Background: an optimization exercise with open tools, aiming at small area and a short achievable clock period. Do not read the settings as production practice.
The RTL was checked by simulation tests, not by an equivalence proof against the original design.

==> flow/design.v (excerpt) <==
module fp16MAC(a, b, acc, CLK, RESETn);
	input [15:0] a, b;
	input CLK, RESETn;
	output reg [15:0] acc;
	wire        pre_s;
	wire [4:0]  pre_e;
	wire [1:0]  pre_c;
	fm_mul_pre u_pre(.a(a), .b(b), .s(pre_s), .e(pre_e), .c(pre_c));
	reg        in_s;
	reg [1:0]  in_c;
	reg [4:0]  in_e;
	reg [9:0]  in_ma, in_mb;
	wire [12:0] mul_m;
	wire        mul_st;
	fm_mul_prod u_prod(.ma(in_ma), .mb(in_mb), .m(mul_m), .st(mul_st));
	reg        md_s;
	reg [1:0]  md_c;
	reg [4:0]  md_e;
	reg [12:0] md_m;
	reg        md_st;
	wire [15:0] prod_w;
	fm_mul_round u_rnd(.s(md_s), .e(md_e), .c(md_c), .m(md_m), .st(md_st), .p(prod_w));
	reg [15:0] prod;
	wire [15:0] sum_w;
	fm_add u_add(.A(acc), .B(prod), .Y(sum_w));
	always @(posedge CLK, negedge RESETn) begin
		if (!RESETn) begin
			in_s <= 1'b0;
			in_c <= 2'd0;
			md_s <= 1'b0;
			md_c <= 2'd0;
			prod <= 16'd0;
			acc  <= 16'd0;
		end else begin
			in_s <= pre_s;
			in_c <= pre_c;
			md_s <= in_s;
			md_c <= in_c;
			prod <= prod_w;
			acc  <= sum_w;
		end
	end
	always @(posedge CLK) begin
		in_e  <= pre_e;
		in_ma <= a[9:0];
		in_mb <= b[9:0];
		md_e  <= in_e;
		md_m  <= mul_m;
		md_st <= mul_st;
	end
endmodule
Size in the first run: about 1500 cells after synthesis, ~50 I/O pins.
==> flow/config.mk <==
export PLATFORM = sky130hd
export DESIGN_NAME = fp16MAC
export DESIGN_NICKNAME = fp16MAC
export VERILOG_FILES = /design/flow/design.v
export SDC_FILE = /design/flow/constraint.sdc
export NUM_CORES = 4
export LEC_CHECK = 0
export ABC_AREA = 1
export CAP_MARGIN = 20
export CORE_MARGIN = 2
export CORE_UTILIZATION = 55
export SLEW_MARGIN = 20
export SYNTH_HIERARCHICAL = 1
==> flow/constraint.sdc <==
create_clock -name core_clock -period 15.5 [get_ports {CLK}]
set_input_delay 3.1000 -clock core_clock [delete_from_list [all_inputs] [get_ports {CLK}]]
set_output_delay 3.1000 -clock core_clock [all_outputs]
set_load 0.01 [all_outputs]
standard.sh (not shown) runs the stock make flow with config.mk's settings and CLKGATE_MAP_FILE= SYNTH_SCRIPT=/design/flow/synth_recipe.tcl, a recipe that flattens the netlist after the stock synthesis.
==> flow/flow/run.sh <==
#!/bin/bash
# Own flow: the standard layout (standard.sh, unchanged ORFS scripts and
# settings) with its own synthesis script, flow/own_synth.tcl (see there).
# Floorplan, power grid, placement, clock tree and routing are the standard
# flow's.  Each make step writes its full log under orfs/logs/; the make
# output itself goes to standard.log here.
set -euo pipefail
sed -E "s#SYNTH_SCRIPT=[^ ]+#SYNTH_SCRIPT=$PWD/flow/own_synth.tcl SETUP_SLACK_MARGIN=10.0#" standard.sh > own_standard.sh
grep -q "SYNTH_SCRIPT=$PWD/flow/own_synth.tcl" own_standard.sh
bash own_standard.sh > standard.log 2>&1
==> flow/flow/abc_area.script <==
strash
dch
amap
topo
stime -c
buffer -c
upsize -c
dnsize -c
==> flow/flow/abc_fast.script <==
strash
balance
rewrite
refactor
balance
rewrite -z
refactor -z
balance
rewrite -z
refactor -z
balance
dch
map -B 0.9
topo
stime -c
buffer -c
upsize -c
dnsize -c
==> flow/flow/own_synth.tcl <==
set own_dir [file dirname [file normalize [info script]]]
proc synth {args} {
  if {[lsearch -exact $args "fine:"] >= 0} {
    yosys synth -nofsm -noshare -noabc {*}$args
  } else {
    yosys synth -nofsm -noshare {*}$args
  }
}
proc extract_fa {args} { yosys extract_fa {*}$args fm_mul_prod }
proc keep_hierarchy {args} {
  foreach m {fm_add fm_mul_prod fm_mul_round} { yosys setattr -mod -set keep_hierarchy 1 $m }
}
proc abc {args} {
  global own_dir
  set i [expr {[lsearch -exact $args -script] + 1}]
  yosys abc {*}[lreplace $args $i $i $own_dir/abc_fast.script] fm_add
  yosys abc {*}[lreplace $args $i $i $own_dir/abc_area.script] fm_mul_prod fm_mul_round fp16MAC
}
source $::env(SCRIPTS_DIR)/synth.tcl
# left out here: clear keep_hierarchy, flatten, clean up, hide names made inside functions, write 1_2_yosys.v
==> next run, changes <==
--- a/flow/flow/run.sh
+++ b/flow/flow/run.sh
@@ -6,5 +6,5 @@
 # output itself goes to standard.log here.
 set -euo pipefail
-sed -E "s#SYNTH_SCRIPT=[^ ]+#SYNTH_SCRIPT=$PWD/flow/own_synth.tcl SETUP_SLACK_MARGIN=10.0#" standard.sh > own_standard.sh
+sed -E "s#SYNTH_SCRIPT=[^ ]+#SYNTH_SCRIPT=$PWD/flow/own_synth.tcl SETUP_SLACK_MARGIN=9.8#" standard.sh > own_standard.sh
 grep -q "SYNTH_SCRIPT=$PWD/flow/own_synth.tcl" own_standard.sh
 bash own_standard.sh > standard.log 2>&1
==> flow/flow/abc_fast.script (replaced) <==
strash
dch
map -B 0.9
topo
stime -c
buffer -c
upsize -c
dnsize -c
After rerunning: Core utilization fell by 3.0 points. Setup slack loses 0.18 ns. Design area fell by 0.76%.
==> next run, changes <==
--- a/flow/flow/run.sh
+++ b/flow/flow/run.sh
@@ -6,5 +6,5 @@
 # output itself goes to standard.log here.
 set -euo pipefail
-sed -E "s#SYNTH_SCRIPT=[^ ]+#SYNTH_SCRIPT=$PWD/flow/own_synth.tcl SETUP_SLACK_MARGIN=9.8#" standard.sh > own_standard.sh
+sed -E "s#SYNTH_SCRIPT=[^ ]+#SYNTH_SCRIPT=$PWD/flow/own_synth.tcl SETUP_SLACK_MARGIN=9.8 RECOVER_POWER=100#" standard.sh > own_standard.sh
 grep -q "SYNTH_SCRIPT=$PWD/flow/own_synth.tcl" own_standard.sh
 bash own_standard.sh > standard.log 2>&1
=> The new run finished but failed the layout checks on max-capacitance violations, max-slew violations. Non-clock buffer count does not change. Flip-flop and latch count is unchanged. Core utilization decreases by 0.76 points. Clock-buffer cell count is unchanged. Cell count is unchanged. Global-route usage stays the same. Fmax decreases by about 23%. Via count is about the same. Worst hold slack is about the same. Register-to-register slack degrades by 1.6 ns. Wire length is about the same.
==> next run, changes <==
--- a/flow/flow/run.sh
+++ b/flow/flow/run.sh
@@ -6,5 +6,5 @@
 # output itself goes to standard.log here.
 set -euo pipefail
-sed -E "s#SYNTH_SCRIPT=[^ ]+#SYNTH_SCRIPT=$PWD/flow/own_synth.tcl SETUP_SLACK_MARGIN=9.8 RECOVER_POWER=100#" standard.sh > own_standard.sh
+sed -E "s#SYNTH_SCRIPT=[^ ]+#SYNTH_SCRIPT=$PWD/flow/own_synth.tcl SETUP_SLACK_MARGIN=9.8#" standard.sh > own_standard.sh
 grep -q "SYNTH_SCRIPT=$PWD/flow/own_synth.tcl" own_standard.sh
 bash own_standard.sh > standard.log 2>&1
==> flow/flow/abc_fast.script (replaced) <==
strash
balance
rewrite
refactor
balance
rewrite -z
refactor -z
balance
rewrite -z
refactor -z
balance
dch
map -B 0.9
topo
stime -c
buffer -c
upsize -c
dnsize -c
After rerunning: Now the flow finished clean. Final cell count falls by a few percent. Final area falls slightly. Utilization rises by 1.8 points.

[static timing again, ports no longer ideal]
In the flow no input, the clock included, has a driving cell. The finished layouts below were timed again as built, in two steps. Step 1, drivers: a clkbuf_16 drives CLK and a buf_2 each remaining input, both assumed. Step 2 moves the port delays by t, midway between the first and last clock arrival at a register: inputs arrive t later, outputs are due t later. That takes back most of the time a late clock gives input paths. Slacks: ideal ports / drivers / drivers and shift; pairs: ideal ports / drivers.
| run | shift t [ns] | slack for setup (ns) | clock arrival spread, ns |
|---|---|---|---|
| the first run | 0.379 | 10.402 / 10.402 / 10.402 | 0.009 / 0.009 |
| the second run | 0.380 | 10.222 / 10.222 / 10.222 | 0.006 / 0.006 |
| the third run | 0.382 | 8.666 / 8.666 / 8.666 | 0.005 / 0.005 |
| the fourth run | 0.381 | 10.224 / 10.224 / 10.224 | 0.010 / 0.009 |
